This design comes from an exercise in tuning for small area on the open sky130 flow, not from production work. Function was checked by simulation only, so behaviour that the tests miss may differ from the original.

// LFSR_Transmitter
module LFSR_Transmitter #(
    parameter WIDTH = 32
)(
    input  wire i_clk,
    input  wire i_rst_n,
    input  wire [1:0] i_state,
    input  wire i_enable_scrambeling_pattern,
    input  wire [1:0] i_functional_tx_lanes,
    input  wire i_enable_reversal,
    input  wire [WIDTH-1:0] i_lane_0,
    input  wire [WIDTH-1:0] i_lane_1,
    input  wire [WIDTH-1:0] i_lane_2,
    input  wire [WIDTH-1:0] i_lane_3,
    input  wire [WIDTH-1:0] i_lane_4,
    input  wire [WIDTH-1:0] i_lane_5,
    input  wire [WIDTH-1:0] i_lane_6,
    input  wire [WIDTH-1:0] i_lane_7,
    input  wire [WIDTH-1:0] i_lane_8,
    input  wire [WIDTH-1:0] i_lane_9,
    input  wire [WIDTH-1:0] i_lane_10,
    input  wire [WIDTH-1:0] i_lane_11,
    input  wire [WIDTH-1:0] i_lane_12,
    input  wire [WIDTH-1:0] i_lane_13,
    input  wire [WIDTH-1:0] i_lane_14,
    input  wire [WIDTH-1:0] i_lane_15,
    output wire [WIDTH-1:0] o_lane_0,
    output wire [WIDTH-1:0] o_lane_1,
    output wire [WIDTH-1:0] o_lane_2,
    output wire [WIDTH-1:0] o_lane_3,
    output wire [WIDTH-1:0] o_lane_4,
    output wire [WIDTH-1:0] o_lane_5,
    output wire [WIDTH-1:0] o_lane_6,
    output wire [WIDTH-1:0] o_lane_7,
    output wire [WIDTH-1:0] o_lane_8,
    output wire [WIDTH-1:0] o_lane_9,
    output wire [WIDTH-1:0] o_lane_10,
    output wire [WIDTH-1:0] o_lane_11,
    output wire [WIDTH-1:0] o_lane_12,
    output wire [WIDTH-1:0] o_lane_13,
    output wire [WIDTH-1:0] o_lane_14,
    output wire [WIDTH-1:0] o_lane_15,
    output reg o_Lfsr_tx_done,
    output reg o_enable_frame
);
    localparam IDLE         = 2'b00;
    localparam CLEAR_LFSR   = 2'b01;
    localparam PATTERN_LFSR = 2'b10;
    localparam PER_LANE_IDE = 2'b11;
    localparam [183:0] SEEDS = {23'h1BB807, 23'h0277CE, 23'h19CFC9, 23'h010F12, 23'h18C0DB, 23'h1EC760, 23'h0607BB, 23'h1DBFBC};
    localparam [255:0] POL = 256'h37700E0004EF9C00339F9200021E24003181B6003D8EC0000C0F76003B7F7800;
    reg [1:0] current_state;
    reg [1:0] i_state_reg;
    reg [6:0] counter;
    reg lane_reversal_enabled;
  ...
Size: roughly 3700 cells after synthesis, ~720 flip-flops, roughly 38000 um^2 of cells after synthesis.
==> flow/config.mk <==
export PLATFORM = sky130hd
export DESIGN_NAME = LFSR_Transmitter
export DESIGN_NICKNAME = LFSR_Transmitter
export VERILOG_FILES = /design/flow/design.v
export SDC_FILE = /design/flow/constraint.sdc
export NUM_CORES = 4
export LEC_CHECK = 0
export CAP_MARGIN = 20
export CORE_MARGIN = 2
export CORE_UTILIZATION = 40
export CTS_BUF_LIST = sky130_fd_sc_hd__clkbuf_16
export CTS_CLUSTER_DIAMETER = 150
export CTS_CLUSTER_SIZE = 22
export SLEW_MARGIN = 20
export SYNTH_HIERARCHICAL = 1
export SYNTH_MINIMUM_KEEP_SIZE = 0
==> flow/constraint.sdc <==
create_clock -name core_clock -period 6.0 [get_ports {i_clk}]
set_input_delay 1.2000 -clock core_clock [delete_from_list [all_inputs] [get_ports {i_clk}]]
set_output_delay 1.2000 -clock core_clock [all_outputs]
set_load 0.01 [all_outputs]
standard.sh (not shown) runs the stock make flow with config.mk's settings and CLKGATE_MAP_FILE= SYNTH_SCRIPT=/design/flow/synth_recipe.tcl, a recipe that flattens the netlist after the stock synthesis.
==> flow/flow/run.sh <==
#!/bin/bash
# Layout flow: the standard ORFS flow (standard.sh, unchanged synthesis, floorplan, power
# grid, placement, CTS and routing), except that the port buffers that global placement adds to
# every input and output are sky130_fd_sc_hd__buf_1 instead of the default clkdlybuf4s50_1.
# make's output goes to make_finish.log here; ORFS keeps each step's log under orfs/logs/.
set -euo pipefail
bash standard.sh "BUFFER_PORTS_ARGS=-buffer_cell sky130_fd_sc_hd__buf_1" finish > make_finish.log 2>&1
==> next run, changes <==
--- a/flow/design.v
+++ b/flow/design.v
@@ -2232,19 +2232,18 @@
     localparam PER_LANE_IDE = 2'b11;
     localparam [183:0] SEEDS = {23'h1BB807, 23'h0277CE, 23'h19CFC9, 23'h010F12, 23'h18C0DB, 23'h1EC760, 23'h0607BB, 23'h1DBFBC};
     localparam [255:0] POL = 256'h37700E0004EF9C00339F9200021E24003181B6003D8EC0000C0F76003B7F7800;
     reg [1:0] current_state;
     reg [1:0] i_state_reg;
     reg [6:0] counter;
     reg lane_reversal_enabled;
     reg [183:0] lfsr_x;
     reg adv_q;              
-    reg seed_q;             
     reg clr_q;              
     reg [511:0] jq;         
     reg [1:0] sn_q, sr_q, id_q, idr_q, idn_q;
     wire st_idle = (current_state == IDLE);
     wire st_clr  = (current_state == CLEAR_LFSR);
     wire st_pat  = (current_state == PATTERN_LFSR);
     wire st_pl   = (current_state == PER_LANE_IDE);
     wire c127    = &counter;
     wire c63     = &counter[5:0];
@@ -2302,33 +2301,34 @@
     lfsr_word_3 u_word3 (.r(lfsr_x[23*3 +: 23]), .ext(ext[9*3 +: 9]), .ns_x(lfsr_next_x[23*3 +: 23]));
     lfsr_word_4 u_word4 (.r(lfsr_x[23*4 +: 23]), .ext(ext[9*4 +: 9]), .ns_x(lfsr_next_x[23*4 +: 23]));
     lfsr_word_5 u_word5 (.r(lfsr_x[23*5 +: 23]), .ext(ext[9*5 +: 9]), .ns_x(lfsr_next_x[23*5 +: 23]));
     lfsr_word_6 u_word6 (.r(lfsr_x[23*6 +: 23]), .ext(ext[9*6 +: 9]), .ns_x(lfsr_next_x[23*6 +: 23]));
     lfsr_word_7 u_word7 (.r(lfsr_x[23*7 +: 23]), .ext(ext[9*7 +: 9]), .ns_x(lfsr_next_x[23*7 +: 23]));
     always @(posedge i_clk or negedge i_rst_n) begin
         if (!i_rst_n) begin
             adv_q <= 1'b0;
             clr_q <= 1'b0;
-            seed_q <= 1'b1;
         end else begin
             adv_q <= st_pat;
             clr_q <= st_clr;
-            seed_q <= 1'b0;
         end
     end
-    wire lfsr_hold = ~(adv_q | clr_q | seed_q);
+    wire lfsr_hold = ~(adv_q | clr_q);
     wire [183:0] lfsr_d;
     generate
         for (k = 0; k < 184; k = k + 1) begin : g_upd
             upd u_upd (.ld(adv_q), .n(lfsr_next_x[k]), .hold(lfsr_hold), .q(lfsr_x[k]), .d(lfsr_d[k]));
         end
     endgenerate
-    always @(posedge i_clk) lfsr_x <= lfsr_d;
+    always @(posedge i_clk or negedge i_rst_n) begin
+        if (!i_rst_n) lfsr_x <= 184'd0;
+        else          lfsr_x <= lfsr_d;
+    end
     wire [255:0] pw;
     generate
         for (k = 0; k < 8; k = k + 1) begin : g_pw
             assign pw[32*k +: 32] = {lfsr_x[23*k +: 23], ext[9*k +: 9]};
         end
     endgenerate
     wire [511:0] il;
     assign il[31:0] = i_lane_0;
     assign il[63:32] = i_lane_1;
Outcome: The new run went through all stages and came out clean. First-iteration DRC count went down by 7.8%. Hold slack gains 0.0043 ns. Maximum frequency went down by 0.53%. Setup slack loses 0.031 ns. Design area went up by 2.2%. Synthesized area went up by 2.4%.

-- what the ideal ports hide --
In the flow no input, the clock included, has a driving cell. The finished layouts below were timed again as built, in two steps. Step 1: set_driving_cell puts a clkbuf_16 on i_clk and a buf_2 on each other input, an assumption about the parent block. Step 2 also shifts input and output timing later by t, the mid clock arrival at the registers, as if the neighbouring blocks saw the same clock. Slacks: ideal ports / drivers / drivers and shift; pairs: ideal ports / drivers.
run | t, ns | slack for setup (ns) | worst setup path at the end | slew at the worst register clock pin (ns)
the first run | 0.680 | 0.196 / 0.124 / 0.805 | register to output | 0.11 / 0.11
the second run | 0.682 | 0.165 / 0.092 / 0.774 | register to output | 0.12 / 0.12
After both steps every run listed still meets setup and hold.
